This is an optimization exercise on Yosys and OpenROAD, whose aim is small area, a short achievable clock period and few clock cycles, not a production implementation. At most, simulation tests tie the RTL to the original design; equivalence was not proved.

==> cedar: inputs <==
## drygascon128
module drygascon128(
    input wire clk,
    input wire clk_en,
    input wire rst,
    input wire [31:0] din,
    input wire [3:0] ds,
    input wire wr_i,
    input wire wr_c,
    input wire wr_x,
    input wire [3:0] rounds,
    input wire start,
    input wire rd_r,
    input wire rd_c,
    output reg [31:0] dout,
    output reg idle
    );
reg [319:0] c;
reg [127:0] x;
reg [127:0] r;
reg mx;         
reg [3:0] cnt;  
wire last_mix = (cnt == 4'd13);
wire mw_en = mx & ~last_mix & (~idle | start);  
wire [9:0] d = r[9:0];
wire [319:0] mw;
genvar k;
generate for (k = 0; k < 5; k = k + 1) begin : g_mix
    assign mw[64*k+:32] = mw_en ? x[d[2*k+:2]*32+:32] : 32'd0;
    assign mw[64*k+32+:32] = 32'd0;
end endgenerate
wire [319:0] core_out;
gascon5_round u_round(.din(c), .round(mx ? 4'd0 : cnt), .out(core_out));
wire [127:0] acc = core_out[127:0] ^ {core_out[159:128], core_out[255:160]};
wire go = ~idle | (start & ~mx);    
wire keep = ~idle & ~mx;            
always @(posedge clk) begin
    if (clk_en) begin
        if (go | wr_c | rd_c | start)
            c <= (go ? core_out : (wr_c | rd_c) ? {wr_c ? din : c[31:0], c[319:32]} : c) ^ mw;
        if (wr_x)
            x <= {din, x[127:32]};
        if (go | start) begin
            if (mx & ~last_mix)
                r <= {idle ? {6'd0, ds} : 10'd0, r[127:10]};
            else
                r <= (keep ? r : 128'd0) ^ acc;
        end else if (wr_i | rd_r)
            r <= {wr_i ? din : r[31:0], r[127:32]};
  ...
==> module drygascon128, before the edit <==
module drygascon128(
    input wire clk,
    input wire clk_en,
    input wire rst,
    input wire [31:0] din,
    input wire [3:0] ds,
    input wire wr_i,
    input wire wr_c,
    input wire wr_x,
    input wire [3:0] rounds,
    input wire start,
    input wire rd_r,
    input wire rd_c,
    output reg [31:0] dout,
    output reg idle
    );
reg [319:0] c;
reg [127:0] x;
reg [127:0] r;
reg mx;         
reg [3:0] cnt;  
wire last_mix = (cnt == 4'd13);
wire mw_en = mx & ~last_mix & (~idle | start);  
wire [9:0] d = r[9:0];
wire [319:0] mw;
genvar k;
generate for (k = 0; k < 5; k = k + 1) begin : g_mix
    assign mw[64*k+:32] = mw_en ? x[d[2*k+:2]*32+:32] : 32'd0;
    assign mw[64*k+32+:32] = 32'd0;
end endgenerate
wire [319:0] core_out;
gascon5_round u_round(.din(c), .round(mx ? 4'd0 : cnt), .out(core_out));
wire [127:0] acc = core_out[127:0] ^ {core_out[159:128], core_out[255:160]};
wire go = ~idle | (start & ~mx);    
wire keep = ~idle & ~mx;            
always @(posedge clk) begin
    if (clk_en) begin
        if (go | wr_c | rd_c | start)
            c <= (go ? core_out : (wr_c | rd_c) ? {wr_c ? din : c[31:0], c[319:32]} : c) ^ mw;
        if (wr_x)
            x <= {din, x[127:32]};
        if (go | start) begin
            if (mx & ~last_mix)
                r <= {idle ? {6'd0, ds} : 10'd0, r[127:10]};
            else
                r <= (keep ? r : 128'd0) ^ acc;
        end else if (wr_i | rd_r)
            r <= {wr_i ? din : r[31:0], r[127:32]};
        dout <= rd_c ? c[31:0] : r[31:0];
    end
end
always @(posedge clk) begin
    if (clk_en) begin
        if (rst) begin
            idle <= 1'b1;
            mx <= 1'b0;
            cnt <= 4'd0;
        end else if (idle) begin
            if (wr_i)
                mx <= 1'b1;
            if (start && (mx || rounds != 4'd1)) begin
                idle <= 1'b0;
                cnt <= mx ? 4'd0 : 4'd1;
            end
        end else if (mx) begin
            if (last_mix) begin
                mx <= 1'b0;
                cnt <= 4'd1;
            end else
                cnt <= cnt + 4'd1;
        end else if (cnt == rounds - 4'd1) begin
            idle <= 1'b1;
            cnt <= 4'd0;
        end else
            cnt <= cnt + 4'd1;
    end
end
endmodule
make LEC_CHECK=0 CAP_MARGIN=20 CORE_MARGIN=2 CORE_UTILIZATION=40 SETUP_SLACK_MARGIN=4.25 SLEW_MARGIN=20 finish   # period 7.5 ns
run.sh (not shown) runs the stock make flow with config.mk's settings and CLKGATE_MAP_FILE= SYNTH_SCRIPT=/design/flow/synth_recipe.tcl, a recipe that flattens the netlist after the stock synthesis.
==> tundra: changes against cedar <==
Settings changed: SETUP_SLACK_MARGIN 4.25 to 4.75.
==> juniper: changes against cedar <==
--- a/flow/design.v
+++ b/flow/design.v
@@ -76,19 +76,19 @@
 gascon5_round u_round(.din(c), .round(mx ? 4'd0 : cnt), .out(core_out));
 wire [127:0] acc = core_out[127:0] ^ {core_out[159:128], core_out[255:160]};
-wire go = ~idle | (start & ~mx);    
 wire keep = ~idle & ~mx;            
 always @(posedge clk) begin
     if (clk_en) begin
-        if (go | wr_c | rd_c | start)
-            c <= (go ? core_out : (wr_c | rd_c) ? {wr_c ? din : c[31:0], c[319:32]} : c) ^ mw;
+        if (~idle | start | wr_c | rd_c)
+            c <= ((idle & (wr_c | rd_c)) ? {wr_c ? din : c[31:0], c[319:32]} : (idle & mx) ? c : core_out) ^ mw;
         if (wr_x)
             x <= {din, x[127:32]};
-        if (go | start) begin
-            if (mx & ~last_mix)
+        if (~idle | start | wr_i | rd_r) begin
+            if (idle & (wr_i | rd_r))
+                r <= {wr_i ? din : r[31:0], r[127:32]};
+            else if (mx & ~last_mix)
                 r <= {idle ? {6'd0, ds} : 10'd0, r[127:10]};
             else
                 r <= (keep ? r : 128'd0) ^ acc;
-        end else if (wr_i | rd_r)
-            r <= {wr_i ? din : r[31:0], r[127:32]};
+        end
         dout <= rd_c ? c[31:0] : r[31:0];
     end
Settings changed: SETUP_SLACK_MARGIN 4.25 to 4.5.
==> run notes <==
- After the last flow step, the layout net total stands at 5,511.
- The inserted tap cell count is roughly 1,700.
- The worst reg2reg path depth is 8.
- The routed length on met2 is approximately 110,000 µm.
- Counting the fill cells in the layout gives 11,100.
- Measured along the x axis, the die boundary spans between 300 and 400 µm.
- Synthesis instantiated 48 different standard cells from the library.
- The type of the worst setup path is register to register.
- The hold path endpoint is x[83].
- The final period demand of the worst path is 2.85 ns.
- The flow ran to the end and the layout has no timing, DRC or antenna violations.
- The final-layout clock buffer total is about 100.
- Leaving out the clock tree, the finished layout contains a buffer count of approximately 560.
[end of results for tundra]
==> run notes <==
- The number of nets in the layout is just over 5,000.
- The width of the die is between 300 and 400 µm.
- The number of signal-net buffers in the layout is around 240.
- The number of distinct library cell variants in the gate-level netlist after synthesis is 48.
- The critical path in this run is classified as input port to register.
- The number of fill cells in the layout is 11,900.
- The final period demand of the worst path is 3.34 ns.
- The flow ran to the end and the layout has no timing, DRC or antenna violations.
- The worst reg2reg path depth is 7.
- Across the placement rows, the number of tap cells is approximately 1,700.
- The routed length on met2 is between 90,000 and 100,000 µm.
- The final-layout clock buffer total is between 100 and 150.
[end of results for cedar]
==> run notes <==
- The flow ran to the end and the layout has no timing, DRC or antenna violations.
- The hold path endpoint is x[50].
- The worst reg2reg path depth is 7.
- The final period demand of the worst path is approximately 3.1 ns.
- The final-layout clock buffer total is 95.
- The width of the die is roughly 360 µm.
- The inserted tap cell count is 1,637.
- The number of different library cells used by synthesis comes to 51.
- By startpoint and endpoint, the worst setup path is classified as register to register.
[end of results for juniper]
Testbench counts of cedar, summed over its fixed seeds: cycles 61,126.
Testbench counts of tundra, summed over its fixed seeds: cycles 61,126.
The RTL of juniper was laid out without a check of its function.

separate check: timing with driven ports:
In the flow no input, the clock included, has a driving cell. The finished layouts below were timed again as built, in two steps.
Step 1 (the two cells are an assumption about what drives the block):
set clk [get_ports {clk}]
set_driving_cell -lib_cell sky130_fd_sc_hd__clkbuf_16 $clk
set_driving_cell -lib_cell sky130_fd_sc_hd__buf_2 [delete_from_list [all_inputs] $clk]
Step 2 times the ports against the registers' clock, not the clock port: input delays grow and output delays shrink by t, the midpoint of the rising clock arrivals with the driver on.
Slacks: no drivers / after step 1 / after step 2; pairs: no drivers / after step 1.
run	t, ns	slack for setup (ns)	latest minus earliest clock arrival (ns)	slew at the worst register clock pin (ns)
cedar	0.776	4.159 / 4.168 / 3.430	0.030 / 0.031	0.07 / 0.07
tundra	0.788	4.647 / 4.630 / 3.995	0.041 / 0.041	0.07 / 0.07
juniper	0.812	4.380 / 4.380 / 3.662	0.045 / 0.045	0.07 / 0.07
After both steps every run listed still meets setup and hold. For cedar, which loses most, drivers alone change the setup slack by +0.009 ns; drivers and shift together by -0.729 ns.
